Context: an optimization exercise on an open-source flow, tuned for small area and a short achievable clock period. The choices shown serve that exercise and are no tape-out recipe.
No functional check of the RTL was part of any run shown here.

==> flow/design.v (outline; a module is shown in full before it is edited, if it fits) <==
// module iir: 967 lines
module iir(
    input clk,
    input rst_n,
    input [31:0] x,
    output reg [31:0] y
    );
  // ...
==> flow/flow/run.sh <==
#!/bin/bash
# Layout flow: the standard ORFS flow (standard.sh), with two changes:
#  1. the combinational logic of the standard synthesis is replaced by the
#     gate-level netlist that gen2.py writes from the same description as
#     rtl/iir.v (same registers, same names and cell types; checked by
#     swap_netlist.py, and the standard netlist is kept if they differ);
#  2. the port buffers are buf_1 cells instead of the default.
set -euo pipefail
export BUFFER_PORTS_ARGS="-buffer_cell sky130_fd_sc_hd__buf_1"
R=orfs/results/sky130hd/iir/base
bash standard.sh synth > standard_synth.log 2>&1
python3 flow/gen2.py --fay xor --fap cell --prefixy ks --prefix hc --net custom_netlist.v > gen2.log 2>&1
if python3 flow/swap_netlist.py $R/1_2_yosys.v custom_netlist.v > swap_netlist.log 2>&1; then
  cp $R/1_2_yosys.v standard_1_2_yosys.v
  cp custom_netlist.v $R/1_2_yosys.v
  touch $R/1_2_yosys.v
  rm -f $R/1_synth.odb $R/1_synth.sdc
fi
bash standard.sh finish > standard_finish.log 2>&1
==> flow/flow/swap_netlist.py <==
#!/usr/bin/env python3
"""Check that a hand-built netlist keeps the standard synthesis's registers
(same instance names and cell types) and ports; exit 1 if not.
usage: swap_netlist.py STANDARD.v CUSTOM.v"""
import re, sys

def info(path):
    t = open(path).read()
    ffs = {}
    for cell, name in re.findall(r'\b(sky130_fd_sc_hd__df\w+)\s+(\\\S+|\S+)\s*\(', t):
        ffs[name.lstrip('\\')] = cell
    m = re.search(r'module\s+iir\s*\((.*?)\);', t, re.S)
    ports = sorted(p.strip() for p in m.group(1).split(','))
    decl = sorted(re.findall(r'^\s*(input|output)\s+(\[[^\]]*\])?\s*(\w+);', t, re.M))
    return ffs, ports, decl

a = info(sys.argv[1])
b = info(sys.argv[2])
ok = True
if a[0] != b[0]:
    ok = False
    print('registers differ:')
    for k in sorted(set(a[0]) | set(b[0])):
        if a[0].get(k) != b[0].get(k):
            print('  ', k, a[0].get(k), b[0].get(k))
if a[1] != b[1] or a[2] != b[2]:
    ok = False
    print('ports differ:', a[1:], b[1:])
print('registers:', len(a[0]), 'match' if ok else 'MISMATCH')
sys.exit(0 if ok else 1)
==> flow/standard.sh <==
#!/bin/bash
# synth_recipe.tcl (not shown) runs the flow's synth.tcl, then flattens the netlist and writes it again
# the make line also repeats each setting of config.mk as NAME=value (left out here)
make -C /OpenROAD-flow-scripts/flow DESIGN_CONFIG=/design/flow/config.mk WORK_HOME=/design/flow/orfs CLKGATE_MAP_FILE= SYNTH_SCRIPT=/design/flow/synth_recipe.tcl "${@:-finish}"
==> flow/config.mk <==
export PLATFORM = sky130hd
export DESIGN_NAME = iir
export DESIGN_NICKNAME = iir
export VERILOG_FILES = /design/flow/design.v
export SDC_FILE = /design/flow/constraint.sdc
export NUM_CORES = 4
export LEC_CHECK = 0
export CAP_MARGIN = 20
export CORE_MARGIN = 2
export CORE_UTILIZATION = 70
export CTS_BUF_LIST = sky130_fd_sc_hd__clkbuf_4 sky130_fd_sc_hd__clkbuf_8
export SETUP_SLACK_MARGIN = 4
export SLEW_MARGIN = 20
==> flow/constraint.sdc <==
create_clock -name core_clock -period 7.5 [get_ports {clk}]
set_input_delay 1.5000 -clock core_clock [delete_from_list [all_inputs] [get_ports {clk}]]
set_output_delay 1.5000 -clock core_clock [all_outputs]
set_load 0.01 [all_outputs]
Not shown: flow/flow/gen2.py
==> impl_metrics.json, run 1 <==
{
  "maxSlewHeadroom_pct": 56.0,
  "cts_resized": 17,
  "final-setup-viol-count": 0,
  "drt_iter0_drc": 351,
  "run_status": "finished clean",
  "slowest_stage": "fa_1",
  "hold_violations": 0,
  "core_area_mm2": 0.0119,
  "gr-usage-met3_pct": 7.39,
  "final_cell_area_mm2": 0.00939,
  "setup_slack_ns": 3.99,
  "place_congestion": 0.960,
  "grt_pass1_vias": 6841,
  "gr-usage-met2_pct": 59.2,
  "fp.dieH_um": 114,
  "finClkSkew_ns": 0.0107,
  "path_clk_slew_ns": 0.09,
  "largestClassByArea": "multi-input combinational cells",
  "rsz0062_at_grt": "yes",
  "tapCellCount": 147,
  "drive_above_1_share_pct": 10.7,
  "dpl.hpwl_um": 17100,
  "clockRootBuffer": "clkbuf_8",
  "grt_overflow_total": 0,
  "r2r_cells": 11,
  "path_class": "input port to register"
}
==> inputs of run 2 (changes only) <==
==> flow/design.v (replaced) <==
module iir(
    input clk,
    input rst_n,
    input [31:0] x,
    output reg [31:0] y
    );
reg [31:0] x1, p;
wire inv1 = ~y[0];
wire inv2 = ~y[1];
wire inv3 = ~y[2];
wire inv4 = ~y[3];
wire inv5 = ~y[4];
wire inv6 = ~y[5];
wire inv7 = ~y[6];
wire inv8 = ~y[7];
wire inv9 = ~y[8];
wire inv10 = ~y[9];
wire inv11 = ~y[10];
wire inv12 = ~y[11];
wire inv13 = ~y[12];
wire inv14 = ~y[13];
wire inv15 = ~y[14];
wire inv16 = ~y[15];
wire inv17 = ~y[16];
wire inv18 = ~y[17];
wire inv19 = ~y[18];
wire inv20 = ~y[19];
wire inv21 = ~y[20];
wire inv22 = ~y[21];
wire inv23 = ~y[22];
wire inv24 = ~y[23];
wire inv25 = ~y[24];
wire inv26 = ~y[25];
wire inv27 = ~y[26];
wire inv28 = ~y[27];
wire inv29 = ~y[28];
wire inv30 = ~y[29];
wire xe31 = p[2] ^ inv1;
wire xs32 = xe31 ^ x[0];
wire ag33 = p[2] & inv1;
wire og34 = p[2] | inv1;
wire c135 = ~((x[0] & og34) | ag33);
wire sm36 = ~(xs32 ^ x[1]);
wire c237 = xs32 | x[1];
wire xe38 = p[3] ^ inv2;
wire xs39 = xe38 ^ x[1];
wire ag40 = p[3] & inv2;
wire og41 = p[3] | inv2;
wire c142 = ~((x[1] & og41) | ag40);
wire xu43 = xs39 ^ x[2];
wire sm44 = ~(xu43 ^ c135);
wire na45 = ~(xs39 & x[2]);
wire no46 = ~(xs39 | x[2]);
wire c247 = ~((c135 & na45) | no46);
wire xe48 = p[4] ^ inv3;
wire xs49 = xe48 ^ x[2];
wire ag50 = p[4] & inv3;
wire og51 = p[4] | inv3;
wire c152 = ~((x[2] & og51) | ag50);
wire xu53 = xs49 ^ x[3];
wire sm54 = ~(xu53 ^ c142);
wire na55 = ~(xs49 & x[3]);
wire no56 = ~(xs49 | x[3]);
wire c257 = ~((c142 & na55) | no56);
wire xe58 = p[5] ^ inv4;
wire xs59 = xe58 ^ x[3];
wire ag60 = p[5] & inv4;
wire og61 = p[5] | inv4;
wire c162 = ~((x[3] & og61) | ag60);
wire xu63 = xs59 ^ x[4];
wire sm64 = ~(xu63 ^ c152);
wire na65 = ~(xs59 & x[4]);
wire no66 = ~(xs59 | x[4]);
wire c267 = ~((c152 & na65) | no66);
wire xe68 = p[6] ^ inv5;
wire xs69 = xe68 ^ x[4];
wire ag70 = p[6] & inv5;
wire og71 = p[6] | inv5;
wire c172 = ~((x[4] & og71) | ag70);
wire xu73 = xs69 ^ x[5];
wire sm74 = ~(xu73 ^ c162);
wire na75 = ~(xs69 & x[5]);
wire no76 = ~(xs69 | x[5]);
wire c277 = ~((c162 & na75) | no76);
wire xe78 = p[7] ^ inv6;
wire xs79 = xe78 ^ x[5];
wire ag80 = p[7] & inv6;
wire og81 = p[7] | inv6;
wire c182 = ~((x[5] & og81) | ag80);
wire xu83 = xs79 ^ x[6];
wire sm84 = ~(xu83 ^ c172);
wire na85 = ~(xs79 & x[6]);
wire no86 = ~(xs79 | x[6]);
wire c287 = ~((c172 & na85) | no86);
wire xe88 = p[8] ^ inv7;
wire xs89 = xe88 ^ x[6];
wire ag90 = p[8] & inv7;
wire og91 = p[8] | inv7;
wire c192 = ~((x[6] & og91) | ag90);
wire xu93 = xs89 ^ x[7];
wire sm94 = ~(xu93 ^ c182);
wire na95 = ~(xs89 & x[7]);
wire no96 = ~(xs89 | x[7]);
wire c297 = ~((c182 & na95) | no96);
wire xe98 = p[9] ^ inv8;
wire xs99 = xe98 ^ x[7];
wire ag100 = p[9] & inv8;
wire og101 = p[9] | inv8;
wire c1102 = ~((x[7] & og101) | ag100);
wire xu103 = xs99 ^ x[8];
wire sm104 = ~(xu103 ^ c192);
wire na105 = ~(xs99 & x[8]);
wire no106 = ~(xs99 | x[8]);
wire c2107 = ~((c192 & na105) | no106);
wire xe108 = p[10] ^ inv9;
wire xs109 = xe108 ^ x[8];
wire ag110 = p[10] & inv9;
wire og111 = p[10] | inv9;
wire c1112 = ~((x[8] & og111) | ag110);
wire xu113 = xs109 ^ x[9];
wire sm114 = ~(xu113 ^ c1102);
wire na115 = ~(xs109 & x[9]);
wire no116 = ~(xs109 | x[9]);
wire c2117 = ~((c1102 & na115) | no116);
wire xe118 = p[11] ^ inv10;
wire xs119 = xe118 ^ x[9];
wire ag120 = p[11] & inv10;
wire og121 = p[11] | inv10;
wire c1122 = ~((x[9] & og121) | ag120);
wire xu123 = xs119 ^ x[10];
wire sm124 = ~(xu123 ^ c1112);
wire na125 = ~(xs119 & x[10]);
wire no126 = ~(xs119 | x[10]);
wire c2127 = ~((c1112 & na125) | no126);
wire xe128 = p[12] ^ inv11;
wire xs129 = xe128 ^ x[10];
wire ag130 = p[12] & inv11;
wire og131 = p[12] | inv11;
wire c1132 = ~((x[10] & og131) | ag130);
wire xu133 = xs129 ^ x[11];
wire sm134 = ~(xu133 ^ c1122);
wire na135 = ~(xs129 & x[11]);
wire no136 = ~(xs129 | x[11]);
wire c2137 = ~((c1122 & na135) | no136);
wire xe138 = p[13] ^ inv12;
wire xs139 = xe138 ^ x[11];
wire ag140 = p[13] & inv12;
wire og141 = p[13] | inv12;
wire c1142 = ~((x[11] & og141) | ag140);
wire xu143 = xs139 ^ x[12];
wire sm144 = ~(xu143 ^ c1132);
wire na145 = ~(xs139 & x[12]);
wire no146 = ~(xs139 | x[12]);
wire c2147 = ~((c1132 & na145) | no146);
wire xe148 = p[14] ^ inv13;
wire xs149 = xe148 ^ x[12];
wire ag150 = p[14] & inv13;
wire og151 = p[14] | inv13;
wire c1152 = ~((x[12] & og151) | ag150);
wire xu153 = xs149 ^ x[13];
wire sm154 = ~(xu153 ^ c1142);
wire na155 = ~(xs149 & x[13]);
wire no156 = ~(xs149 | x[13]);
wire c2157 = ~((c1142 & na155) | no156);
wire xe158 = p[15] ^ inv14;
wire xs159 = xe158 ^ x[13];
wire ag160 = p[15] & inv14;
wire og161 = p[15] | inv14;
wire c1162 = ~((x[13] & og161) | ag160);
wire xu163 = xs159 ^ x[14];
wire sm164 = ~(xu163 ^ c1152);
wire na165 = ~(xs159 & x[14]);
wire no166 = ~(xs159 | x[14]);
wire c2167 = ~((c1152 & na165) | no166);
wire xe168 = p[16] ^ inv15;
wire xs169 = xe168 ^ x[14];
wire ag170 = p[16] & inv15;
wire og171 = p[16] | inv15;
wire c1172 = ~((x[14] & og171) | ag170);
wire xu173 = xs169 ^ x[15];
wire sm174 = ~(xu173 ^ c1162);
wire na175 = ~(xs169 & x[15]);
wire no176 = ~(xs169 | x[15]);
wire c2177 = ~((c1162 & na175) | no176);
wire xe178 = p[17] ^ inv16;
wire xs179 = xe178 ^ x[15];
wire ag180 = p[17] & inv16;
wire og181 = p[17] | inv16;
wire c1182 = ~((x[15] & og181) | ag180);
wire xu183 = xs179 ^ x[16];
wire sm184 = ~(xu183 ^ c1172);
wire na185 = ~(xs179 & x[16]);
wire no186 = ~(xs179 | x[16]);
wire c2187 = ~((c1172 & na185) | no186);
wire xe188 = p[18] ^ inv17;
wire xs189 = xe188 ^ x[16];
wire ag190 = p[18] & inv17;
wire og191 = p[18] | inv17;
wire c1192 = ~((x[16] & og191) | ag190);
wire xu193 = xs189 ^ x[17];
wire sm194 = ~(xu193 ^ c1182);
wire na195 = ~(xs189 & x[17]);
wire no196 = ~(xs189 | x[17]);
wire c2197 = ~((c1182 & na195) | no196);
wire xe198 = p[19] ^ inv18;
wire xs199 = xe198 ^ x[17];
wire ag200 = p[19] & inv18;
wire og201 = p[19] | inv18;
wire c1202 = ~((x[17] & og201) | ag200);
wire xu203 = xs199 ^ x[18];
wire sm204 = ~(xu203 ^ c1192);
wire na205 = ~(xs199 & x[18]);
wire no206 = ~(xs199 | x[18]);
wire c2207 = ~((c1192 & na205) | no206);
wire xe208 = p[20] ^ inv19;
wire xs209 = xe208 ^ x[18];
wire ag210 = p[20] & inv19;
wire og211 = p[20] | inv19;
wire c1212 = ~((x[18] & og211) | ag210);
wire xu213 = xs209 ^ x[19];
wire sm214 = ~(xu213 ^ c1202);
wire na215 = ~(xs209 & x[19]);
wire no216 = ~(xs209 | x[19]);
wire c2217 = ~((c1202 & na215) | no216);
wire xe218 = p[21] ^ inv20;
wire xs219 = xe218 ^ x[19];
wire ag220 = p[21] & inv20;
wire og221 = p[21] | inv20;
wire c1222 = ~((x[19] & og221) | ag220);
wire xu223 = xs219 ^ x[20];
wire sm224 = ~(xu223 ^ c1212);
wire na225 = ~(xs219 & x[20]);
wire no226 = ~(xs219 | x[20]);
wire c2227 = ~((c1212 & na225) | no226);
wire xe228 = p[22] ^ inv21;
wire xs229 = xe228 ^ x[20];
wire ag230 = p[22] & inv21;
wire og231 = p[22] | inv21;
wire c1232 = ~((x[20] & og231) | ag230);
wire xu233 = xs229 ^ x[21];
wire sm234 = ~(xu233 ^ c1222);
wire na235 = ~(xs229 & x[21]);
wire no236 = ~(xs229 | x[21]);
wire c2237 = ~((c1222 & na235) | no236);
wire xe238 = p[23] ^ inv22;
wire xs239 = xe238 ^ x[21];
wire ag240 = p[23] & inv22;
wire og241 = p[23] | inv22;
wire c1242 = ~((x[21] & og241) | ag240);
wire xu243 = xs239 ^ x[22];
wire sm244 = ~(xu243 ^ c1232);
wire na245 = ~(xs239 & x[22]);
wire no246 = ~(xs239 | x[22]);
wire c2247 = ~((c1232 & na245) | no246);
wire xe248 = p[24] ^ inv23;
wire xs249 = xe248 ^ x[22];
wire ag250 = p[24] & inv23;
wire og251 = p[24] | inv23;
wire c1252 = ~((x[22] & og251) | ag250);
wire xu253 = xs249 ^ x[23];
wire sm254 = ~(xu253 ^ c1242);
wire na255 = ~(xs249 & x[23]);
wire no256 = ~(xs249 | x[23]);
wire c2257 = ~((c1242 & na255) | no256);
wire xe258 = p[25] ^ inv24;
wire xs259 = xe258 ^ x[23];
wire ag260 = p[25] & inv24;
wire og261 = p[25] | inv24;
wire c1262 = ~((x[23] & og261) | ag260);
wire xu263 = xs259 ^ x[24];
wire sm264 = ~(xu263 ^ c1252);
wire na265 = ~(xs259 & x[24]);
wire no266 = ~(xs259 | x[24]);
wire c2267 = ~((c1252 & na265) | no266);
wire xe268 = p[26] ^ inv25;
wire xs269 = xe268 ^ x[24];
wire ag270 = p[26] & inv25;
wire og271 = p[26] | inv25;
wire c1272 = ~((x[24] & og271) | ag270);
wire xu273 = xs269 ^ x[25];
wire sm274 = ~(xu273 ^ c1262);
wire na275 = ~(xs269 & x[25]);
wire no276 = ~(xs269 | x[25]);
wire c2277 = ~((c1262 & na275) | no276);
wire xe278 = p[27] ^ inv26;
wire xs279 = xe278 ^ x[25];
wire ag280 = p[27] & inv26;
wire og281 = p[27] | inv26;
wire c1282 = ~((x[25] & og281) | ag280);
wire xu283 = xs279 ^ x[26];
wire sm284 = ~(xu283 ^ c1272);
wire na285 = ~(xs279 & x[26]);
wire no286 = ~(xs279 | x[26]);
wire c2287 = ~((c1272 & na285) | no286);
wire xe288 = p[28] ^ inv27;
wire xs289 = xe288 ^ x[26];
wire ag290 = p[28] & inv27;
wire og291 = p[28] | inv27;
wire c1292 = ~((x[26] & og291) | ag290);
wire xu293 = xs289 ^ x[27];
wire sm294 = ~(xu293 ^ c1282);
wire na295 = ~(xs289 & x[27]);
wire no296 = ~(xs289 | x[27]);
wire c2297 = ~((c1282 & na295) | no296);
wire xe298 = p[29] ^ inv28;
wire xs299 = xe298 ^ x[27];
wire ag300 = p[29] & inv28;
wire og301 = p[29] | inv28;
wire c1302 = ~((x[27] & og301) | ag300);
wire xu303 = xs299 ^ x[28];
wire sm304 = ~(xu303 ^ c1292);
wire na305 = ~(xs299 & x[28]);
wire no306 = ~(xs299 | x[28]);
wire c2307 = ~((c1292 & na305) | no306);
wire xe308 = p[30] ^ inv29;
wire xs309 = xe308 ^ x[28];
wire ag310 = p[30] & inv29;
wire og311 = p[30] | inv29;
wire c1312 = ~((x[28] & og311) | ag310);
wire xu313 = xs309 ^ x[29];
wire sm314 = ~(xu313 ^ c1302);
wire na315 = ~(xs309 & x[29]);
wire no316 = ~(xs309 | x[29]);
wire c2317 = ~((c1302 & na315) | no316);
wire xe318 = p[31] ^ inv30;
wire xs319 = xe318 ^ x[29];
wire xu320 = xs319 ^ x[30];
wire sm321 = ~(xu320 ^ c1312);
wire xe322 = x1[0] ^ y[1];
wire xs323 = xe322 ^ x[1];
wire mj324 = (x1[0] & y[1]) | (x1[0] & x[1]) | (y[1] & x[1]);
wire xn325 = ~(x1[1] ^ y[2]);
wire or326 = x1[1] | y[2];
wire fa327 = x1[2] ^ y[3] ^ inv2;
wire fa328 = (x1[2] & y[3]) | (x1[2] & inv2) | (y[3] & inv2);
wire fa329 = x1[3] ^ y[4] ^ inv3;
wire fa330 = (x1[3] & y[4]) | (x1[3] & inv3) | (y[4] & inv3);
wire fa331 = x1[4] ^ y[5] ^ inv4;
wire fa332 = (x1[4] & y[5]) | (x1[4] & inv4) | (y[5] & inv4);
wire fa333 = x1[5] ^ y[6] ^ inv5;
wire fa334 = (x1[5] & y[6]) | (x1[5] & inv5) | (y[6] & inv5);
wire fa335 = x1[6] ^ y[7] ^ inv6;
wire fa336 = (x1[6] & y[7]) | (x1[6] & inv6) | (y[7] & inv6);
wire fa337 = x1[7] ^ y[8] ^ inv7;
wire fa338 = (x1[7] & y[8]) | (x1[7] & inv7) | (y[8] & inv7);
wire fa339 = x1[8] ^ y[9] ^ inv8;
wire fa340 = (x1[8] & y[9]) | (x1[8] & inv8) | (y[9] & inv8);
wire fa341 = x1[9] ^ y[10] ^ inv9;
wire fa342 = (x1[9] & y[10]) | (x1[9] & inv9) | (y[10] & inv9);
wire fa343 = x1[10] ^ y[11] ^ inv10;
wire fa344 = (x1[10] & y[11]) | (x1[10] & inv10) | (y[11] & inv10);
wire fa345 = x1[11] ^ y[12] ^ inv11;
wire fa346 = (x1[11] & y[12]) | (x1[11] & inv11) | (y[12] & inv11);
wire fa347 = x1[12] ^ y[13] ^ inv12;
wire fa348 = (x1[12] & y[13]) | (x1[12] & inv12) | (y[13] & inv12);
wire fa349 = x1[13] ^ y[14] ^ inv13;
wire fa350 = (x1[13] & y[14]) | (x1[13] & inv13) | (y[14] & inv13);
wire fa351 = x1[14] ^ y[15] ^ inv14;
wire fa352 = (x1[14] & y[15]) | (x1[14] & inv14) | (y[15] & inv14);
wire fa353 = x1[15] ^ y[16] ^ inv15;
wire fa354 = (x1[15] & y[16]) | (x1[15] & inv15) | (y[16] & inv15);
wire fa355 = x1[16] ^ y[17] ^ inv16;
wire fa356 = (x1[16] & y[17]) | (x1[16] & inv16) | (y[17] & inv16);
wire fa357 = x1[17] ^ y[18] ^ inv17;
wire fa358 = (x1[17] & y[18]) | (x1[17] & inv17) | (y[18] & inv17);
wire fa359 = x1[18] ^ y[19] ^ inv18;
wire fa360 = (x1[18] & y[19]) | (x1[18] & inv18) | (y[19] & inv18);
wire fa361 = x1[19] ^ y[20] ^ inv19;
wire fa362 = (x1[19] & y[20]) | (x1[19] & inv19) | (y[20] & inv19);
wire fa363 = x1[20] ^ y[21] ^ inv20;
wire fa364 = (x1[20] & y[21]) | (x1[20] & inv20) | (y[21] & inv20);
wire fa365 = x1[21] ^ y[22] ^ inv21;
wire fa366 = (x1[21] & y[22]) | (x1[21] & inv21) | (y[22] & inv21);
wire fa367 = x1[22] ^ y[23] ^ inv22;
wire fa368 = (x1[22] & y[23]) | (x1[22] & inv22) | (y[23] & inv22);
wire fa369 = x1[23] ^ y[24] ^ inv23;
wire fa370 = (x1[23] & y[24]) | (x1[23] & inv23) | (y[24] & inv23);
wire fa371 = x1[24] ^ y[25] ^ inv24;
wire fa372 = (x1[24] & y[25]) | (x1[24] & inv24) | (y[25] & inv24);
wire fa373 = x1[25] ^ y[26] ^ inv25;
wire fa374 = (x1[25] & y[26]) | (x1[25] & inv25) | (y[26] & inv25);
wire fa375 = x1[26] ^ y[27] ^ inv26;
wire fa376 = (x1[26] & y[27]) | (x1[26] & inv26) | (y[27] & inv26);
wire fa377 = x1[27] ^ y[28] ^ inv27;
wire fa378 = (x1[27] & y[28]) | (x1[27] & inv27) | (y[28] & inv27);
wire fa379 = x1[28] ^ y[29] ^ inv28;
wire fa380 = (x1[28] & y[29]) | (x1[28] & inv28) | (y[29] & inv28);
wire fa381 = x1[29] ^ y[30] ^ inv29;
wire fa382 = (x1[29] & y[30]) | (x1[29] & inv29) | (y[30] & inv29);
wire fa383 = x1[30] ^ y[31] ^ inv30;
wire fa384 = (x1[30] & y[31]) | (x1[30] & inv30) | (y[31] & inv30);
wire xe385 = inv1 ^ xn325;
wire xs386 = xe385 ^ x[2];
wire mj387 = (inv1 & xn325) | (inv1 & x[2]) | (xn325 & x[2]);
wire xe388 = or326 ^ fa327;
wire xs389 = xe388 ^ x[3];
wire mj390 = (or326 & fa327) | (or326 & x[3]) | (fa327 & x[3]);
wire xe391 = fa328 ^ fa329;
wire xs392 = xe391 ^ x[4];
wire mj393 = (fa328 & fa329) | (fa328 & x[4]) | (fa329 & x[4]);
wire xe394 = fa330 ^ fa331;
wire xs395 = xe394 ^ x[5];
wire mj396 = (fa330 & fa331) | (fa330 & x[5]) | (fa331 & x[5]);
wire xe397 = fa332 ^ fa333;
wire xs398 = xe397 ^ x[6];
wire mj399 = (fa332 & fa333) | (fa332 & x[6]) | (fa333 & x[6]);
wire xe400 = fa334 ^ fa335;
wire xs401 = xe400 ^ x[7];
wire mj402 = (fa334 & fa335) | (fa334 & x[7]) | (fa335 & x[7]);
wire xe403 = fa336 ^ fa337;
wire xs404 = xe403 ^ x[8];
wire mj405 = (fa336 & fa337) | (fa336 & x[8]) | (fa337 & x[8]);
wire xe406 = fa338 ^ fa339;
wire xs407 = xe406 ^ x[9];
wire mj408 = (fa338 & fa339) | (fa338 & x[9]) | (fa339 & x[9]);
wire xe409 = fa340 ^ fa341;
wire xs410 = xe409 ^ x[10];
wire mj411 = (fa340 & fa341) | (fa340 & x[10]) | (fa341 & x[10]);
wire xe412 = fa342 ^ fa343;
wire xs413 = xe412 ^ x[11];
wire mj414 = (fa342 & fa343) | (fa342 & x[11]) | (fa343 & x[11]);
wire xe415 = fa344 ^ fa345;
wire xs416 = xe415 ^ x[12];
wire mj417 = (fa344 & fa345) | (fa344 & x[12]) | (fa345 & x[12]);
wire xe418 = fa346 ^ fa347;
wire xs419 = xe418 ^ x[13];
wire mj420 = (fa346 & fa347) | (fa346 & x[13]) | (fa347 & x[13]);
wire xe421 = fa348 ^ fa349;
wire xs422 = xe421 ^ x[14];
wire mj423 = (fa348 & fa349) | (fa348 & x[14]) | (fa349 & x[14]);
wire xe424 = fa350 ^ fa351;
wire xs425 = xe424 ^ x[15];
wire mj426 = (fa350 & fa351) | (fa350 & x[15]) | (fa351 & x[15]);
wire xe427 = fa352 ^ fa353;
wire xs428 = xe427 ^ x[16];
wire mj429 = (fa352 & fa353) | (fa352 & x[16]) | (fa353 & x[16]);
wire xe430 = fa354 ^ fa355;
wire xs431 = xe430 ^ x[17];
wire mj432 = (fa354 & fa355) | (fa354 & x[17]) | (fa355 & x[17]);
wire xe433 = fa356 ^ fa357;
wire xs434 = xe433 ^ x[18];
wire mj435 = (fa356 & fa357) | (fa356 & x[18]) | (fa357 & x[18]);
wire xe436 = fa358 ^ fa359;
wire xs437 = xe436 ^ x[19];
wire mj438 = (fa358 & fa359) | (fa358 & x[19]) | (fa359 & x[19]);
wire xe439 = fa360 ^ fa361;
wire xs440 = xe439 ^ x[20];
wire mj441 = (fa360 & fa361) | (fa360 & x[20]) | (fa361 & x[20]);
wire xe442 = fa362 ^ fa363;
wire xs443 = xe442 ^ x[21];
wire mj444 = (fa362 & fa363) | (fa362 & x[21]) | (fa363 & x[21]);
wire xe445 = fa364 ^ fa365;
wire xs446 = xe445 ^ x[22];
wire mj447 = (fa364 & fa365) | (fa364 & x[22]) | (fa365 & x[22]);
wire xe448 = fa366 ^ fa367;
wire xs449 = xe448 ^ x[23];
wire mj450 = (fa366 & fa367) | (fa366 & x[23]) | (fa367 & x[23]);
wire xe451 = fa368 ^ fa369;
wire xs452 = xe451 ^ x[24];
wire mj453 = (fa368 & fa369) | (fa368 & x[24]) | (fa369 & x[24]);
wire xe454 = fa370 ^ fa371;
wire xs455 = xe454 ^ x[25];
wire mj456 = (fa370 & fa371) | (fa370 & x[25]) | (fa371 & x[25]);
wire xe457 = fa372 ^ fa373;
wire xs458 = xe457 ^ x[26];
wire mj459 = (fa372 & fa373) | (fa372 & x[26]) | (fa373 & x[26]);
wire xe460 = fa374 ^ fa375;
wire xs461 = xe460 ^ x[27];
wire mj462 = (fa374 & fa375) | (fa374 & x[27]) | (fa375 & x[27]);
wire xe463 = fa376 ^ fa377;
wire xs464 = xe463 ^ x[28];
wire mj465 = (fa376 & fa377) | (fa376 & x[28]) | (fa377 & x[28]);
wire xe466 = fa378 ^ fa379;
wire xs467 = xe466 ^ x[29];
wire mj468 = (fa378 & fa379) | (fa378 & x[29]) | (fa379 & x[29]);
wire xe469 = fa380 ^ fa381;
wire xs470 = xe469 ^ x[30];
wire mj471 = (fa380 & fa381) | (fa380 & x[30]) | (fa381 & x[30]);
wire xe472 = fa382 ^ fa383;
wire xs473 = xe472 ^ x[31];
wire mj474 = (fa382 & fa383) | (fa382 & x[31]) | (fa383 & x[31]);
wire gn475 = ~(p[1] & x[0]);
wire tn476 = ~(p[1] | x[0]);
wire pp477 = p[1] ^ x[0];
wire gn478 = ~(sm44 & c237);
wire tn479 = ~(sm44 | c237);
wire pp480 = sm44 ^ c237;
wire gn481 = ~(sm54 & c247);
wire tn482 = ~(sm54 | c247);
wire pp483 = sm54 ^ c247;
wire gn484 = ~(sm64 & c257);
wire tn485 = ~(sm64 | c257);
wire pp486 = sm64 ^ c257;
wire gn487 = ~(sm74 & c267);
wire tn488 = ~(sm74 | c267);
wire pp489 = sm74 ^ c267;
wire gn490 = ~(sm84 & c277);
wire tn491 = ~(sm84 | c277);
wire pp492 = sm84 ^ c277;
wire gn493 = ~(sm94 & c287);
wire tn494 = ~(sm94 | c287);
wire pp495 = sm94 ^ c287;
wire gn496 = ~(sm104 & c297);
wire tn497 = ~(sm104 | c297);
wire pp498 = sm104 ^ c297;
wire gn499 = ~(sm114 & c2107);
wire tn500 = ~(sm114 | c2107);
wire pp501 = sm114 ^ c2107;
wire gn502 = ~(sm124 & c2117);
wire tn503 = ~(sm124 | c2117);
wire pp504 = sm124 ^ c2117;
wire gn505 = ~(sm134 & c2127);
wire tn506 = ~(sm134 | c2127);
wire pp507 = sm134 ^ c2127;
wire gn508 = ~(sm144 & c2137);
wire tn509 = ~(sm144 | c2137);
wire pp510 = sm144 ^ c2137;
wire gn511 = ~(sm154 & c2147);
wire tn512 = ~(sm154 | c2147);
wire pp513 = sm154 ^ c2147;
wire gn514 = ~(sm164 & c2157);
wire tn515 = ~(sm164 | c2157);
wire pp516 = sm164 ^ c2157;
wire gn517 = ~(sm174 & c2167);
wire tn518 = ~(sm174 | c2167);
wire pp519 = sm174 ^ c2167;
wire gn520 = ~(sm184 & c2177);
wire tn521 = ~(sm184 | c2177);
wire pp522 = sm184 ^ c2177;
wire gn523 = ~(sm194 & c2187);
wire tn524 = ~(sm194 | c2187);
wire pp525 = sm194 ^ c2187;
wire gn526 = ~(sm204 & c2197);
wire tn527 = ~(sm204 | c2197);
wire pp528 = sm204 ^ c2197;
wire gn529 = ~(sm214 & c2207);
wire tn530 = ~(sm214 | c2207);
wire pp531 = sm214 ^ c2207;
wire gn532 = ~(sm224 & c2217);
wire tn533 = ~(sm224 | c2217);
wire pp534 = sm224 ^ c2217;
wire gn535 = ~(sm234 & c2227);
wire tn536 = ~(sm234 | c2227);
wire pp537 = sm234 ^ c2227;
wire gn538 = ~(sm244 & c2237);
wire tn539 = ~(sm244 | c2237);
wire pp540 = sm244 ^ c2237;
wire gn541 = ~(sm254 & c2247);
wire tn542 = ~(sm254 | c2247);
wire pp543 = sm254 ^ c2247;
wire gn544 = ~(sm264 & c2257);
wire tn545 = ~(sm264 | c2257);
wire pp546 = sm264 ^ c2257;
wire gn547 = ~(sm274 & c2267);
wire tn548 = ~(sm274 | c2267);
wire pp549 = sm274 ^ c2267;
wire gn550 = ~(sm284 & c2277);
wire tn551 = ~(sm284 | c2277);
wire pp552 = sm284 ^ c2277;
wire gn553 = ~(sm294 & c2287);
wire tn554 = ~(sm294 | c2287);
wire pp555 = sm294 ^ c2287;
wire gn556 = ~(sm304 & c2297);
wire tn557 = ~(sm304 | c2297);
wire pp558 = sm304 ^ c2297;
wire gn559 = ~(sm314 & c2307);
wire tn560 = ~(sm314 | c2307);
wire pp561 = sm314 ^ c2307;
wire gn562 = ~(sm321 & c2317);
wire tn563 = ~(sm321 | c2317);
wire pp564 = sm321 ^ c2317;
wire inv565 = ~sm36;
wire pa566 = ~(tn479 | inv565);
wire pa567 = ~(tn485 | tn482);
wire pg568 = ~((tn485 | gn481) & gn484);
wire pa569 = ~(tn491 | tn488);
wire pg570 = ~((tn491 | gn487) & gn490);
wire pa571 = ~(tn497 | tn494);
wire pg572 = ~((tn497 | gn493) & gn496);
wire pa573 = ~(tn503 | tn500);
wire pg574 = ~((tn503 | gn499) & gn502);
wire pa575 = ~(tn509 | tn506);
wire pg576 = ~((tn509 | gn505) & gn508);
wire pa577 = ~(tn515 | tn512);
wire pg578 = ~((tn515 | gn511) & gn514);
wire pa579 = ~(tn521 | tn518);
wire pg580 = ~((tn521 | gn517) & gn520);
wire pa581 = ~(tn527 | tn524);
wire pg582 = ~((tn527 | gn523) & gn526);
wire pa583 = ~(tn533 | tn530);
wire pg584 = ~((tn533 | gn529) & gn532);
wire pa585 = ~(tn539 | tn536);
wire pg586 = ~((tn539 | gn535) & gn538);
wire pa587 = ~(tn545 | tn542);
wire pg588 = ~((tn545 | gn541) & gn544);
wire pa589 = ~(tn551 | tn548);
wire pg590 = ~((tn551 | gn547) & gn550);
wire pa591 = ~(tn557 | tn554);
wire pg592 = ~((tn557 | gn553) & gn556);
wire inv593 = ~gn475;
wire pa594 = ~(sm36 & inv593);
wire inv595 = ~gn478;
wire pg596 = ~((pa566 & inv593) | inv595);
wire inv597 = ~tn488;
wire pa598 = ~(inv597 & pa567);
wire inv599 = ~gn487;
wire pg600 = ~((inv597 & pg568) | inv599);
wire pa601 = ~(pa569 & pa567);
wire pg602 = ~((pa569 & pg568) | pg570);
wire inv603 = ~tn500;
wire pa604 = ~(inv603 & pa571);
wire inv605 = ~gn499;
wire pg606 = ~((inv603 & pg572) | inv605);
wire pa607 = ~(pa573 & pa571);
wire pg608 = ~((pa573 & pg572) | pg574);
wire inv609 = ~tn512;
wire pa610 = ~(inv609 & pa575);
wire inv611 = ~gn511;
wire pg612 = ~((inv609 & pg576) | inv611);
wire pa613 = ~(pa577 & pa575);
wire pg614 = ~((pa577 & pg576) | pg578);
wire inv615 = ~tn524;
wire pa616 = ~(inv615 & pa579);
wire inv617 = ~gn523;
wire pg618 = ~((inv615 & pg580) | inv617);
wire pa619 = ~(pa581 & pa579);
wire pg620 = ~((pa581 & pg580) | pg582);
wire inv621 = ~tn536;
wire pa622 = ~(inv621 & pa583);
wire inv623 = ~gn535;
wire pg624 = ~((inv621 & pg584) | inv623);
wire pa625 = ~(pa585 & pa583);
wire pg626 = ~((pa585 & pg584) | pg586);
wire inv627 = ~tn548;
wire pa628 = ~(inv627 & pa587);
wire inv629 = ~gn547;
wire pg630 = ~((inv627 & pg588) | inv629);
wire pa631 = ~(pa589 & pa587);
wire pg632 = ~((pa589 & pg588) | pg590);
wire inv633 = ~tn560;
wire pa634 = ~(inv633 & pa591);
wire inv635 = ~gn559;
wire pg636 = ~((inv633 & pg592) | inv635);
wire pg637 = ~((tn482 | pg596) & gn481);
wire inv638 = ~pg568;
wire inv639 = ~pa567;
wire pg640 = ~((inv639 | pg596) & inv638);
wire pg641 = ~((pa598 | pg596) & pg600);
wire pg642 = ~((pa601 | pg596) & pg602);
wire pa643 = ~(tn506 | pa607);
wire pg644 = ~((tn506 | pg608) & gn505);
wire inv645 = ~pa575;
wire pa646 = ~(inv645 | pa607);
wire inv647 = ~pg576;
wire pg648 = ~((inv645 | pg608) & inv647);
wire pa649 = ~(pa610 | pa607);
wire pg650 = ~((pa610 | pg608) & pg612);
wire pa651 = ~(pa613 | pa607);
wire pg652 = ~((pa613 | pg608) & pg614);
wire pa653 = ~(tn530 | pa619);
wire pg654 = ~((tn530 | pg620) & gn529);
wire inv655 = ~pa583;
wire pa656 = ~(inv655 | pa619);
wire inv657 = ~pg584;
wire pg658 = ~((inv655 | pg620) & inv657);
wire pa659 = ~(pa622 | pa619);
wire pg660 = ~((pa622 | pg620) & pg624);
wire pa661 = ~(pa625 | pa619);
wire pg662 = ~((pa625 | pg620) & pg626);
wire pa663 = ~(tn554 | pa631);
wire pg664 = ~((tn554 | pg632) & gn553);
wire inv665 = ~pa591;
wire pa666 = ~(inv665 | pa631);
wire inv667 = ~pg592;
wire pg668 = ~((inv665 | pg632) & inv667);
wire pa669 = ~(pa634 | pa631);
wire pg670 = ~((pa634 | pg632) & pg636);
wire inv671 = ~gn493;
wire inv672 = ~tn494;
wire pg673 = ~((inv672 & pg642) | inv671);
wire pg674 = ~((pa571 & pg642) | pg572);
wire inv675 = ~pg606;
wire inv676 = ~pa604;
wire pg677 = ~((inv676 & pg642) | inv675);
wire inv678 = ~pg608;
wire inv679 = ~pa607;
wire pg680 = ~((inv679 & pg642) | inv678);
wire pg681 = ~((pa643 & pg642) | pg644);
wire pg682 = ~((pa646 & pg642) | pg648);
wire pg683 = ~((pa649 & pg642) | pg650);
wire pg684 = ~((pa651 & pg642) | pg652);
wire inv685 = ~tn542;
wire pa686 = ~(inv685 & pa661);
wire inv687 = ~gn541;
wire pg688 = ~((inv685 & pg662) | inv687);
wire pa689 = ~(pa587 & pa661);
wire pg690 = ~((pa587 & pg662) | pg588);
wire inv691 = ~pa628;
wire pa692 = ~(inv691 & pa661);
wire inv693 = ~pg630;
wire pg694 = ~((inv691 & pg662) | inv693);
wire inv695 = ~pa631;
wire pa696 = ~(inv695 & pa661);
wire inv697 = ~pg632;
wire pg698 = ~((inv695 & pg662) | inv697);
wire pa699 = ~(pa663 & pa661);
wire pg700 = ~((pa663 & pg662) | pg664);
wire pa701 = ~(pa666 & pa661);
wire pg702 = ~((pa666 & pg662) | pg668);
wire pa703 = ~(pa669 & pa661);
wire pg704 = ~((pa669 & pg662) | pg670);
wire pg705 = ~((tn518 | pg684) & gn517);
wire inv706 = ~pg580;
wire inv707 = ~pa579;
wire pg708 = ~((inv707 | pg684) & inv706);
wire pg709 = ~((pa616 | pg684) & pg618);
wire pg710 = ~((pa619 | pg684) & pg620);
wire inv711 = ~pg654;
wire inv712 = ~pa653;
wire pg713 = ~((inv712 | pg684) & inv711);
wire inv714 = ~pg658;
wire inv715 = ~pa656;
wire pg716 = ~((inv715 | pg684) & inv714);
wire inv717 = ~pg660;
wire inv718 = ~pa659;
wire pg719 = ~((inv718 | pg684) & inv717);
wire inv720 = ~pg662;
wire inv721 = ~pa661;
wire pg722 = ~((inv721 | pg684) & inv720);
wire pg723 = ~((pa686 | pg684) & pg688);
wire pg724 = ~((pa689 | pg684) & pg690);
wire pg725 = ~((pa692 | pg684) & pg694);
wire pg726 = ~((pa696 | pg684) & pg698);
wire pg727 = ~((pa699 | pg684) & pg700);
wire pg728 = ~((pa701 | pg684) & pg702);
wire pg729 = ~((pa703 | pg684) & pg704);
wire sn730 = ~(sm36 ^ gn475);
wire sn731 = ~(pp480 ^ pa594);
wire sn732 = ~(pp483 ^ pg596);
wire xo733 = pp486 ^ pg637;
wire xo734 = pp489 ^ pg640;
wire xo735 = pp492 ^ pg641;
wire xo736 = pp495 ^ pg642;
wire sn737 = ~(pp498 ^ pg673);
wire sn738 = ~(pp501 ^ pg674);
wire sn739 = ~(pp504 ^ pg677);
wire sn740 = ~(pp507 ^ pg680);
wire sn741 = ~(pp510 ^ pg681);
wire sn742 = ~(pp513 ^ pg682);
wire sn743 = ~(pp516 ^ pg683);
wire sn744 = ~(pp519 ^ pg684);
wire xo745 = pp522 ^ pg705;
wire xo746 = pp525 ^ pg708;
wire xo747 = pp528 ^ pg709;
wire xo748 = pp531 ^ pg710;
wire xo749 = pp534 ^ pg713;
wire xo750 = pp537 ^ pg716;
wire xo751 = pp540 ^ pg719;
wire xo752 = pp543 ^ pg722;
wire xo753 = pp546 ^ pg723;
wire xo754 = pp549 ^ pg724;
wire xo755 = pp552 ^ pg725;
wire xo756 = pp555 ^ pg726;
wire xo757 = pp558 ^ pg727;
wire xo758 = pp561 ^ pg728;
wire xo759 = pp564 ^ pg729;
wire gn760 = ~(y[0] & x[0]);
wire tn761 = ~(y[0] | x[0]);
wire pp762 = y[0] ^ x[0];
wire gn763 = ~(xs386 & mj324);
wire tn764 = ~(xs386 | mj324);
wire pp765 = xs386 ^ mj324;
wire gn766 = ~(xs389 & mj387);
wire tn767 = ~(xs389 | mj387);
wire pp768 = xs389 ^ mj387;
wire gn769 = ~(xs392 & mj390);
wire tn770 = ~(xs392 | mj390);
wire pp771 = xs392 ^ mj390;
wire gn772 = ~(xs395 & mj393);
wire tn773 = ~(xs395 | mj393);
wire pp774 = xs395 ^ mj393;
wire gn775 = ~(xs398 & mj396);
wire tn776 = ~(xs398 | mj396);
wire pp777 = xs398 ^ mj396;
wire gn778 = ~(xs401 & mj399);
wire tn779 = ~(xs401 | mj399);
wire pp780 = xs401 ^ mj399;
wire gn781 = ~(xs404 & mj402);
wire tn782 = ~(xs404 | mj402);
wire pp783 = xs404 ^ mj402;
wire gn784 = ~(xs407 & mj405);
wire tn785 = ~(xs407 | mj405);
wire pp786 = xs407 ^ mj405;
wire gn787 = ~(xs410 & mj408);
wire tn788 = ~(xs410 | mj408);
wire pp789 = xs410 ^ mj408;
wire gn790 = ~(xs413 & mj411);
wire tn791 = ~(xs413 | mj411);
wire pp792 = xs413 ^ mj411;
wire gn793 = ~(xs416 & mj414);
wire tn794 = ~(xs416 | mj414);
wire pp795 = xs416 ^ mj414;
wire gn796 = ~(xs419 & mj417);
wire tn797 = ~(xs419 | mj417);
wire pp798 = xs419 ^ mj417;
wire gn799 = ~(xs422 & mj420);
wire tn800 = ~(xs422 | mj420);
wire pp801 = xs422 ^ mj420;
wire gn802 = ~(xs425 & mj423);
wire tn803 = ~(xs425 | mj423);
wire pp804 = xs425 ^ mj423;
wire gn805 = ~(xs428 & mj426);
wire tn806 = ~(xs428 | mj426);
wire pp807 = xs428 ^ mj426;
wire gn808 = ~(xs431 & mj429);
wire tn809 = ~(xs431 | mj429);
wire pp810 = xs431 ^ mj429;
wire gn811 = ~(xs434 & mj432);
wire tn812 = ~(xs434 | mj432);
wire pp813 = xs434 ^ mj432;
wire gn814 = ~(xs437 & mj435);
wire tn815 = ~(xs437 | mj435);
wire pp816 = xs437 ^ mj435;
wire gn817 = ~(xs440 & mj438);
wire tn818 = ~(xs440 | mj438);
wire pp819 = xs440 ^ mj438;
wire gn820 = ~(xs443 & mj441);
wire tn821 = ~(xs443 | mj441);
wire pp822 = xs443 ^ mj441;
wire gn823 = ~(xs446 & mj444);
wire tn824 = ~(xs446 | mj444);
wire pp825 = xs446 ^ mj444;
wire gn826 = ~(xs449 & mj447);
wire tn827 = ~(xs449 | mj447);
wire pp828 = xs449 ^ mj447;
wire gn829 = ~(xs452 & mj450);
wire tn830 = ~(xs452 | mj450);
wire pp831 = xs452 ^ mj450;
wire gn832 = ~(xs455 & mj453);
wire tn833 = ~(xs455 | mj453);
wire pp834 = xs455 ^ mj453;
wire gn835 = ~(xs458 & mj456);
wire tn836 = ~(xs458 | mj456);
wire pp837 = xs458 ^ mj456;
wire gn838 = ~(xs461 & mj459);
wire tn839 = ~(xs461 | mj459);
wire pp840 = xs461 ^ mj459;
wire gn841 = ~(xs464 & mj462);
wire tn842 = ~(xs464 | mj462);
wire pp843 = xs464 ^ mj462;
wire gn844 = ~(xs467 & mj465);
wire tn845 = ~(xs467 | mj465);
wire pp846 = xs467 ^ mj465;
wire gn847 = ~(xs470 & mj468);
wire tn848 = ~(xs470 | mj468);
wire pp849 = xs470 ^ mj468;
wire gn850 = ~(xs473 & mj471);
wire tn851 = ~(xs473 | mj471);
wire pp852 = xs473 ^ mj471;
wire inv853 = ~gn760;
wire pa854 = ~(xs323 & inv853);
wire pa855 = ~(tn767 | tn764);
wire pg856 = ~((tn767 | gn763) & gn766);
wire pa857 = ~(tn773 | tn770);
wire pg858 = ~((tn773 | gn769) & gn772);
wire pa859 = ~(tn779 | tn776);
wire pg860 = ~((tn779 | gn775) & gn778);
wire pa861 = ~(tn785 | tn782);
wire pg862 = ~((tn785 | gn781) & gn784);
wire pa863 = ~(tn791 | tn788);
wire pg864 = ~((tn791 | gn787) & gn790);
wire pa865 = ~(tn797 | tn794);
wire pg866 = ~((tn797 | gn793) & gn796);
wire pa867 = ~(tn803 | tn800);
wire pg868 = ~((tn803 | gn799) & gn802);
wire pa869 = ~(tn809 | tn806);
wire pg870 = ~((tn809 | gn805) & gn808);
wire pa871 = ~(tn815 | tn812);
wire pg872 = ~((tn815 | gn811) & gn814);
wire pa873 = ~(tn821 | tn818);
wire pg874 = ~((tn821 | gn817) & gn820);
wire pa875 = ~(tn827 | tn824);
wire pg876 = ~((tn827 | gn823) & gn826);
wire pa877 = ~(tn833 | tn830);
wire pg878 = ~((tn833 | gn829) & gn832);
wire pa879 = ~(tn839 | tn836);
wire pg880 = ~((tn839 | gn835) & gn838);
wire pa881 = ~(tn845 | tn842);
wire pg882 = ~((tn845 | gn841) & gn844);
wire pg883 = ~((tn764 | pa854) & gn763);
wire inv884 = ~pa854;
wire pg885 = ~((pa855 & inv884) | pg856);
wire inv886 = ~tn776;
wire pa887 = ~(inv886 & pa857);
wire inv888 = ~gn775;
wire pg889 = ~((inv886 & pg858) | inv888);
wire pa890 = ~(pa859 & pa857);
wire pg891 = ~((pa859 & pg858) | pg860);
wire inv892 = ~tn788;
wire pa893 = ~(inv892 & pa861);
wire inv894 = ~gn787;
wire pg895 = ~((inv892 & pg862) | inv894);
wire pa896 = ~(pa863 & pa861);
wire pg897 = ~((pa863 & pg862) | pg864);
wire inv898 = ~tn800;
wire pa899 = ~(inv898 & pa865);
wire inv900 = ~gn799;
wire pg901 = ~((inv898 & pg866) | inv900);
wire pa902 = ~(pa867 & pa865);
wire pg903 = ~((pa867 & pg866) | pg868);
wire inv904 = ~tn812;
wire pa905 = ~(inv904 & pa869);
wire inv906 = ~gn811;
wire pg907 = ~((inv904 & pg870) | inv906);
wire pa908 = ~(pa871 & pa869);
wire pg909 = ~((pa871 & pg870) | pg872);
wire inv910 = ~tn824;
wire pa911 = ~(inv910 & pa873);
wire inv912 = ~gn823;
wire pg913 = ~((inv910 & pg874) | inv912);
wire pa914 = ~(pa875 & pa873);
wire pg915 = ~((pa875 & pg874) | pg876);
wire inv916 = ~tn836;
wire pa917 = ~(inv916 & pa877);
wire inv918 = ~gn835;
wire pg919 = ~((inv916 & pg878) | inv918);
wire pa920 = ~(pa879 & pa877);
wire pg921 = ~((pa879 & pg878) | pg880);
wire inv922 = ~tn848;
wire pa923 = ~(inv922 & pa881);
wire inv924 = ~gn847;
wire pg925 = ~((inv922 & pg882) | inv924);
wire pg926 = ~((tn770 | pg885) & gn769);
wire inv927 = ~pg858;
wire inv928 = ~pa857;
wire pg929 = ~((inv928 | pg885) & inv927);
wire pg930 = ~((pa887 | pg885) & pg889);
wire pg931 = ~((pa890 | pg885) & pg891);
wire pa932 = ~(tn794 | pa896);
wire pg933 = ~((tn794 | pg897) & gn793);
wire inv934 = ~pa865;
wire pa935 = ~(inv934 | pa896);
wire inv936 = ~pg866;
wire pg937 = ~((inv934 | pg897) & inv936);
wire pa938 = ~(pa899 | pa896);
wire pg939 = ~((pa899 | pg897) & pg901);
wire pa940 = ~(pa902 | pa896);
wire pg941 = ~((pa902 | pg897) & pg903);
wire pa942 = ~(tn818 | pa908);
wire pg943 = ~((tn818 | pg909) & gn817);
wire inv944 = ~pa873;
wire pa945 = ~(inv944 | pa908);
wire inv946 = ~pg874;
wire pg947 = ~((inv944 | pg909) & inv946);
wire pa948 = ~(pa911 | pa908);
wire pg949 = ~((pa911 | pg909) & pg913);
wire pa950 = ~(pa914 | pa908);
wire pg951 = ~((pa914 | pg909) & pg915);
wire pa952 = ~(tn842 | pa920);
wire pg953 = ~((tn842 | pg921) & gn841);
wire inv954 = ~pa881;
wire pa955 = ~(inv954 | pa920);
wire inv956 = ~pg882;
wire pg957 = ~((inv954 | pg921) & inv956);
wire pa958 = ~(pa923 | pa920);
wire pg959 = ~((pa923 | pg921) & pg925);
wire inv960 = ~gn781;
wire inv961 = ~tn782;
wire pg962 = ~((inv961 & pg931) | inv960);
wire pg963 = ~((pa861 & pg931) | pg862);
wire inv964 = ~pg895;
wire inv965 = ~pa893;
wire pg966 = ~((inv965 & pg931) | inv964);
wire inv967 = ~pg897;
wire inv968 = ~pa896;
wire pg969 = ~((inv968 & pg931) | inv967);
wire pg970 = ~((pa932 & pg931) | pg933);
wire pg971 = ~((pa935 & pg931) | pg937);
wire pg972 = ~((pa938 & pg931) | pg939);
wire pg973 = ~((pa940 & pg931) | pg941);
wire inv974 = ~tn830;
wire pa975 = ~(inv974 & pa950);
wire inv976 = ~gn829;
wire pg977 = ~((inv974 & pg951) | inv976);
wire pa978 = ~(pa877 & pa950);
wire pg979 = ~((pa877 & pg951) | pg878);
wire inv980 = ~pa917;
wire pa981 = ~(inv980 & pa950);
wire inv982 = ~pg919;
wire pg983 = ~((inv980 & pg951) | inv982);
wire inv984 = ~pa920;
wire pa985 = ~(inv984 & pa950);
wire inv986 = ~pg921;
wire pg987 = ~((inv984 & pg951) | inv986);
wire pa988 = ~(pa952 & pa950);
wire pg989 = ~((pa952 & pg951) | pg953);
wire pa990 = ~(pa955 & pa950);
wire pg991 = ~((pa955 & pg951) | pg957);
wire pa992 = ~(pa958 & pa950);
wire pg993 = ~((pa958 & pg951) | pg959);
wire pg994 = ~((tn806 | pg973) & gn805);
wire inv995 = ~pg870;
wire inv996 = ~pa869;
wire pg997 = ~((inv996 | pg973) & inv995);
wire pg998 = ~((pa905 | pg973) & pg907);
wire pg999 = ~((pa908 | pg973) & pg909);
wire inv1000 = ~pg943;
wire inv1001 = ~pa942;
wire pg1002 = ~((inv1001 | pg973) & inv1000);
wire inv1003 = ~pg947;
wire inv1004 = ~pa945;
wire pg1005 = ~((inv1004 | pg973) & inv1003);
wire inv1006 = ~pg949;
wire inv1007 = ~pa948;
wire pg1008 = ~((inv1007 | pg973) & inv1006);
wire inv1009 = ~pg951;
wire inv1010 = ~pa950;
wire pg1011 = ~((inv1010 | pg973) & inv1009);
wire pg1012 = ~((pa975 | pg973) & pg977);
wire pg1013 = ~((pa978 | pg973) & pg979);
wire pg1014 = ~((pa981 | pg973) & pg983);
wire pg1015 = ~((pa985 | pg973) & pg987);
wire pg1016 = ~((pa988 | pg973) & pg989);
wire pg1017 = ~((pa990 | pg973) & pg991);
wire pg1018 = ~((pa992 | pg973) & pg993);
wire sn1019 = ~(xs323 ^ gn760);
wire sn1020 = ~(pp765 ^ pa854);
wire xo1021 = pp768 ^ pg883;
wire sn1022 = ~(pp771 ^ pg885);
wire xo1023 = pp774 ^ pg926;
wire xo1024 = pp777 ^ pg929;
wire xo1025 = pp780 ^ pg930;
wire xo1026 = pp783 ^ pg931;
wire sn1027 = ~(pp786 ^ pg962);
wire sn1028 = ~(pp789 ^ pg963);
wire sn1029 = ~(pp792 ^ pg966);
wire sn1030 = ~(pp795 ^ pg969);
wire sn1031 = ~(pp798 ^ pg970);
wire sn1032 = ~(pp801 ^ pg971);
wire sn1033 = ~(pp804 ^ pg972);
wire sn1034 = ~(pp807 ^ pg973);
wire xo1035 = pp810 ^ pg994;
wire xo1036 = pp813 ^ pg997;
wire xo1037 = pp816 ^ pg998;
wire xo1038 = pp819 ^ pg999;
wire xo1039 = pp822 ^ pg1002;
wire xo1040 = pp825 ^ pg1005;
wire xo1041 = pp828 ^ pg1008;
wire xo1042 = pp831 ^ pg1011;
wire xo1043 = pp834 ^ pg1012;
wire xo1044 = pp837 ^ pg1013;
wire xo1045 = pp840 ^ pg1014;
wire xo1046 = pp843 ^ pg1015;
wire xo1047 = pp846 ^ pg1016;
wire xo1048 = pp849 ^ pg1017;
wire xo1049 = pp852 ^ pg1018;
wire [31:0] y_next = {xo759, xo758, xo757, xo756, xo755, xo754, xo753, xo752, xo751, xo750, xo749, xo748, xo747, xo746, xo745, sn744, sn743, sn742, sn741, sn740, sn739, sn738, sn737, xo736, xo735, xo734, xo733, sn732, sn731, sn730, pp477, p[0]};
wire [31:0] p_next = {xo1049, xo1048, xo1047, xo1046, xo1045, xo1044, xo1043, xo1042, xo1041, xo1040, xo1039, xo1038, xo1037, xo1036, xo1035, sn1034, sn1033, sn1032, sn1031, sn1030, sn1029, sn1028, sn1027, xo1026, xo1025, xo1024, xo1023, sn1022, xo1021, sn1020, sn1019, pp762};
always @(posedge clk or negedge rst_n)
begin
    if (!rst_n)
    begin
        x1 <= 32'd0;
        p  <= 32'd0;
        y  <= 32'd0;
    end
    else
    begin
        x1 <= x;
        p  <= p_next;
        y  <= y_next;
    end
end
endmodule
--- a/flow/flow/run.sh
+++ b/flow/flow/run.sh
@@ -9,7 +9,7 @@
 export BUFFER_PORTS_ARGS="-buffer_cell sky130_fd_sc_hd__buf_1"
 R=orfs/results/sky130hd/iir/base
 bash standard.sh synth > standard_synth.log 2>&1
-python3 flow/gen2.py --fay xor --fap cell --prefixy ks --prefix hc --net custom_netlist.v > gen2.log 2>&1
+python3 flow/gen2.py --ytree fast42 --fap mix --net custom_netlist.v > gen2.log 2>&1
 if python3 flow/swap_netlist.py $R/1_2_yosys.v custom_netlist.v > swap_netlist.log 2>&1; then
   cp $R/1_2_yosys.v standard_1_2_yosys.v
   cp custom_netlist.v $R/1_2_yosys.v
--- a/flow/flow/gen2.py
+++ b/flow/flow/gen2.py
@@ -34,11 +34,7 @@
 ap.add_argument('--carry', default='maj', choices=['maj', 'mux'])
 # 'fast42': y' uses 4:2 compressors built from xor2/xnor2 and and-or-invert
 # gates, with the inputs x entering last
-ap.add_argument('--polmode', type=int, default=0)
-# prefix tree of the carry-propagate adders: Sklansky, Kogge-Stone, Han-Carlson
-ap.add_argument('--prefix', default='sk', choices=['sk', 'ks', 'hc'])
-ap.add_argument('--prefixy', choices=['sk', 'ks', 'hc'])   # for y' only
-ap.add_argument('--ytree', default='wallace', choices=['wallace', 'fast42', 'pre'])
+ap.add_argument('--ytree', default='wallace', choices=['wallace', 'fast42'])
 args = ap.parse_args()
 
 # --------------------------------------------------------------------------
@@ -183,20 +179,11 @@
     for pol in (0, 1):
         late = max([t(sp[0]) + (0.05 if sp[1] != pol else 0) for sp in sigs] + [-1])
         extra = sum(1 for sp in sigs if sp[1] != pol and sp[0] not in inv_cache)
-        key = (extra, round(late, 3)) if args.polmode == 1 else (round(late, 3), extra)
+        key = (round(late, 3), extra)
         if best is None or key < best[0]:
             best = (key, pol)
     pol = best[1]
     T = pand(Ti, Tj, pol) if needT else None
-    if isc(Gi) and val(Gi) == 1:
-        return (1, 0), T
-    if isc(Gj) and val(Gj) == 1:
-        Gj = Ti
-        Ti = (1, 0)
-        if isc(Gj) and val(Gj) == 0:
-            return Gi, T
-        if isc(Gi) and val(Gi) == 0:
-            return Gj, T
     if isc(Gj) and val(Gj) == 0:
         return Gi, T
     if isc(Gi) and val(Gi) == 0:
@@ -213,10 +200,8 @@
         G = (gate('OAI21', [ti, gj, gi], prefix='pg'), 0)
     return G, T
 
-def cpa(A, B, carry2=False, prefix=None):
-    """A + B mod 2^W with a Sklansky prefix tree. Returns W sum nets. With
-    carry2, A + B + 4, where bits 0 and 1 of B are 0 (the carry into bit 2 is
-    forced to 1)."""
+def cpa(A, B):
+    """A + B mod 2^W with a Sklansky prefix tree. Returns W sum nets."""
     G, T, P = [], [], []
     for i in range(W):
         a, b = A[i], B[i]
@@ -230,43 +215,27 @@
             G.append((gate('NAND2', [a, b], prefix='gn'), 1))
             T.append((gate('NOR2', [a, b], prefix='tn'), 1))
             P.append(gate('XOR2', [a, b], prefix='pp'))
-    if carry2:
-        assert B[0] == 0 and B[1] == 0
-        G[1] = (1, 0)
-        T[1] = (0, 0)
-    prefix = prefix or args.prefix
     start = list(range(W))    # group start of each node
-    levels = []
     d = 1
     while d < W:
-        levels.append(d)
-        d *= 2
-    if prefix == 'hc':
-        levels.append(0)       # final level for the even bits
-    for d in levels:
         nG, nT, ns = list(G), list(T), list(start)
         for i in range(W - 1):
-            if start[i] == 0:
-                continue
-            if prefix == 'sk' and (i // d) % 2 != 1:
-                continue
-            if prefix == 'hc' and (i % 2 == 0) != (d == 0):
-                continue
-            j = start[i] - 1
-            final = start[j] == 0
-            if G[i] == (0, 0) and T[i] == (0, 0):
-                continue
-            if G[j] == (0, 0) and final:
-                # nothing comes from below: G stays, group is final
-                ns[i] = 0
-                nT[i] = None
-                continue
-            g, tt = combine(G[i], T[i], G[j], T[j] if not final else (1, 0), not final)
-            nG[i] = g
-            nT[i] = tt
-            ns[i] = start[j]
+            if (i // d) % 2 == 1:
+                j = (i // d) * d - 1
+                final = start[j] == 0
+                if G[i] == (0, 0) and T[i] == (0, 0):
+                    continue
+                if G[j] == (0, 0) and final:
+                    # nothing comes from below: G stays, group is final
+                    ns[i] = 0
+                    nT[i] = None
+                    continue
+                g, tt = combine(G[i], T[i], G[j], T[j] if not final else (1, 0), not final)
+                nG[i] = g
+                nT[i] = tt
+                ns[i] = start[j]
         G, T, start = nG, nT, ns
-    assert all(start[i] == 0 for i in range(W - 1)), start
+        d *= 2
     S = []
     for i in range(W):
         if i == 0:
@@ -321,18 +290,7 @@
 if OFF:
     pconst[2].append(1)                    # + the offset of the stored p
 pcols = merge(col(X, 0), col(X1, 1), col(Y, 0), col(Y, 2, True), pconst)
-if args.ytree == 'pre':
-    # r = p - 4y = p + 4*(~y) + 4 from the registers alone, with its own
-    # prefix adder; then y' = 4x + 2x + r
-    FA_MODE[0] = 'cell'
-    R = cpa(Pq, [0, 0] + [inv(Y[i]) for i in range(W - 2)], carry2=True)
-    rcols = [[R[i]] for i in range(W)]
-    ycols = merge(col(X, 2), col(X, 1), rcols)
-    FA_MODE[0] = args.fay
-    yA, yB = compress(ycols)
-    FA_MODE[0] = args.fap
-    pA, pB = compress(pcols)
-elif args.ytree == 'fast42':
+if args.ytree == 'fast42':
     # y' = 4x + 2x + p + 4*(~y) + 4: per column i two early inputs p[i],
     # ~y[i-2] and two late ones x[i-2], x[i-1]; the constant enters column 2
     # as its carry in
@@ -370,7 +328,7 @@
     FA_MODE[0] = args.fap
     pA, pB = compress(pcols)
 FA_MODE[0] = 'cell'
-ynext = cpa(yA, yB, prefix=args.prefixy)
+ynext = cpa(yA, yB)
 pcnext = []
 if K:
     pnext = []
@@ -408,8 +366,7 @@
 """
 
 def rtl():
-    import sys as _s
-    o = [HEADER.replace('OPTS', ' '.join(a for a in _s.argv[1:] if not a.endswith('.v') and a not in ('--rtl', '--net'))), 'module iir(', '    input clk,', '    input rst_n,',
+    o = [HEADER, 'module iir(', '    input clk,', '    input rst_n,',
          '    input [31:0] x,', '    output reg [31:0] y', '    );', '',
          'reg [31:0] x1, p;'] + ([f'reg [{NPC - 1}:0] pc;'] if NPC else []) + ['']
     for kind, ins, outs in gates:
==> run 2 against run 1 <==
Still clean on timing, DRC and antenna. Routed wire length shrank 14%. Clock skew shrank 0.0011 ns. Critical path depth is the same. Synthesized cell count grew 15%. Design area grew 3.4%. Clock-buffer cell count shrank 2. Critical path type unchanged.
==> impl_metrics.json, run 2 <==
{
  "run_status": "finished clean",
  "syn_area_mm2": 0.00876,
  "dpl.hpwl_um": 13500,
  "grt_overflow_total": 0,
  "final-setup-viol-count": 0,
  "path_class": "input port to register",
  "nets": 1254,
  "layout_commonest_cell": "xor2_1",
  "max_freq_mhz": 292,
  "worstPathCellList": "clkbuf_2 -> maj3_1 -> nor2_1 -> o21ai_1 -> a21oi_1 -> o21ai_1 -> a21oi_4 -> buf_12 -> o21ai_1 -> xor2_1",
  "top_regs": "p (32), y (32), x1 (31)",
  "grt_pass1_vias": 6653,
  "final_cell_mix": "xor2_1, nor2_1, nand2_1, inv_1, a21oi_1",
  "drt_wl_total_um": 18100,
  "num_vias": 7090,
  "final_cell_area_mm2": 0.00971,
  "clk_path_buf_depth": 2,
  "hold_path.class": "register to register",
  "wl_per_cell_um": 13.3,
  "maxSlewHeadroom_pct": 38.0,
  "period_share_pct": 45.6,
  "drt_iter0_drc": 274,
  "die_x_um": 116,
  "place_congestion": 0.846,
  "grt_start_max_net_pins": 71,
  "syn_avg_cell_area_um2": 7.91,
  "htree_num_levels": 3,
  "n_fill_cell": 898,
  "crit_arrival_ns": 3.69,
  "drv_cap": 0,
  "synthCells": 1108,
  "worst_setup_path_start_kind": "input port",
  "dr.pass1.iters": 5,
  "end_kind": "register",
  "fp.dieH_um": 116,
  "tightest_slew_ns": 0.930,
  "grt_antenna_before_repair": 0,
  "cts_made_buffers": 9,
  "rsz0062_at_grt": "yes",
  "die_area_mm2": 0.0134,
  "core_area_mm2": 0.0121,
  "post-route-min-period_ns": 3.42,
  "path_max_fanout": 12,
  "path_clk_slew_ns": 0.10,
  "vias_per_cell": 5.20,
  "diodes": 0,
  "synth_nets": 1171,
  "grt_pass1_wl_um": 29900,
  "area_delta_synth_final_pct": 10.7,
  "port_buffers": 65,
  "drive_above_1_share_pct": 5.69,
  "grt.total_usage_pct": 28.2,
  "clockRootBuffer": "clkbuf_8",
  "ant_nets": 0,
  "clock_sinks": 95,
  "finClkSkew_ns": 0.00962,
  "cts.hold.buffers_added": 0,
  "cts_tree": "done",
  "slowest_stage": "a21oi_1",
  "crit_top_cell": "o21ai_1",
  "cp.required_ns": 7.77,
  "drc": 0,
  "placed_area_mm2": 0.00926,
  "fin_setup_tns_ns": 0,
  "drv_slew": 0,
  "initial_core_util_pct": 72.4,
  "hold_violations": 0,
  "insertion_delay_ns": 0.39,
  "slowest_delay_ns": 0.52,
  "rows": 40,
  "io_pins": 66,
  "yosysWarnings": 1
}
run 2: cell count changes in the layout (fill, tap and decap cells not counted), moves of 25 or more:
cell,delta
xor2_1,+43
a21oi_1,+41
or2_1,+29
inv_1,+60
fa_1,-31
and2_1,+29
maj3_1,-25
run 2: final timing paths:
check,cells past startpoint,end,slack [ns],from
max reg2reg,12,p[26],4.31,y[7]
min,0,y[0],0.36,p[0]
min reg2reg,0,y[0],0.36,p[0]
max,10,p[26],4.08,x[8]
max in group asynchronous,2,p[27],5.21,rst_n
min in group asynchronous,1,p[0],1.03,rst_n
run 2: timing repair:
action,4_1_cts,5_1_grt
pin swaps,2,4
gates resized for setup,11,34
endpoints found under the setup margin,39,27
setup buffers,3,2
run 2: layout make-up:
class,instances,area [um^2],share of cell area (%)
Timing Repair Buffer,72,352,3.62
Multi-Input combinational cell,890,6070,62.6
Sequential cell,95,2380,24.5
Clock inverter,6,93.8,0.967
Inverter,123,462,4.76
Tap cell,168,210,2.17
Clock buffer,10,138,1.42
run 2: through the flow:
step | util (%) | hold slack, ns | setup slack (ns) | std cells
4_1_cts | 79.0 | 0.365 | 4.04 | 1362
2_1_floorplan | - | 0.331 | 4.00 | 1108
6_report | 80.1 | 0.362 | 4.08 | 1364
3_3_place_gp | 76.5 | 0.336 | 3.32 | 1343
3_5_place_dp | 76.5 | 0.345 | 3.21 | 1343
5_1_grt | 80.1 | 0.380 | 3.95 | 1364
run 2: critical path: cells and delay by family:
kind	cells	cell delay [ns]
buffers and inverters	2	0.33
AO/OA/AOI/OAI	5	1.10
XOR/XNOR	1	0.16
AND/OR/NAND/NOR	1	0.16
adder cells (fa/ha/maj)	1	0.43
run 2: routing by layer:
metal	part of all wire, %	global-route usage [%]	vias to the layer above
met5	0	0	-
met4	2.2	10.4	0
met3	2.2	3.45	30
met2	52	51.1	104
met1	44	34.4	3310
li1	-	-	3646

[re-timing with driven ports]
How much do the figures lean on ideal ports? The routed layouts below were timed once more, with nothing changed but the port constraints.
Step 1 (the two cells are an assumption about what drives the block):
set clk [get_ports {clk}]
set_driving_cell -lib_cell sky130_fd_sc_hd__clkbuf_16 $clk
set_driving_cell -lib_cell sky130_fd_sc_hd__buf_2 [delete_from_list [all_inputs] $clk]
Step 2 times the ports against the registers' clock, not the clock port: input delays grow and output delays shrink by t, the midpoint of the rising clock arrivals with the driver on.
Slacks: ideal / step 1 / step 2; pairs: ideal / step 1.
run | shift t [ns] | setup slack, ns | hold WS [ns] | slew at the worst register clock pin (ns) | pins driven straight from the clock port
run 1 | 0.411 | 3.985 / 4.004 / 3.592 | 0.366 / 0.366 / 0.366 | 0.09 / 0.09 | 1
run 2 | 0.424 | 4.079 / 4.097 / 3.673 | 0.362 / 0.362 / 0.362 | 0.10 / 0.10 | 1
After both steps every run listed still meets setup and hold. The setup slack of run 2, which loses most, moves by +0.018 ns with the drivers and by -0.406 ns with both steps.
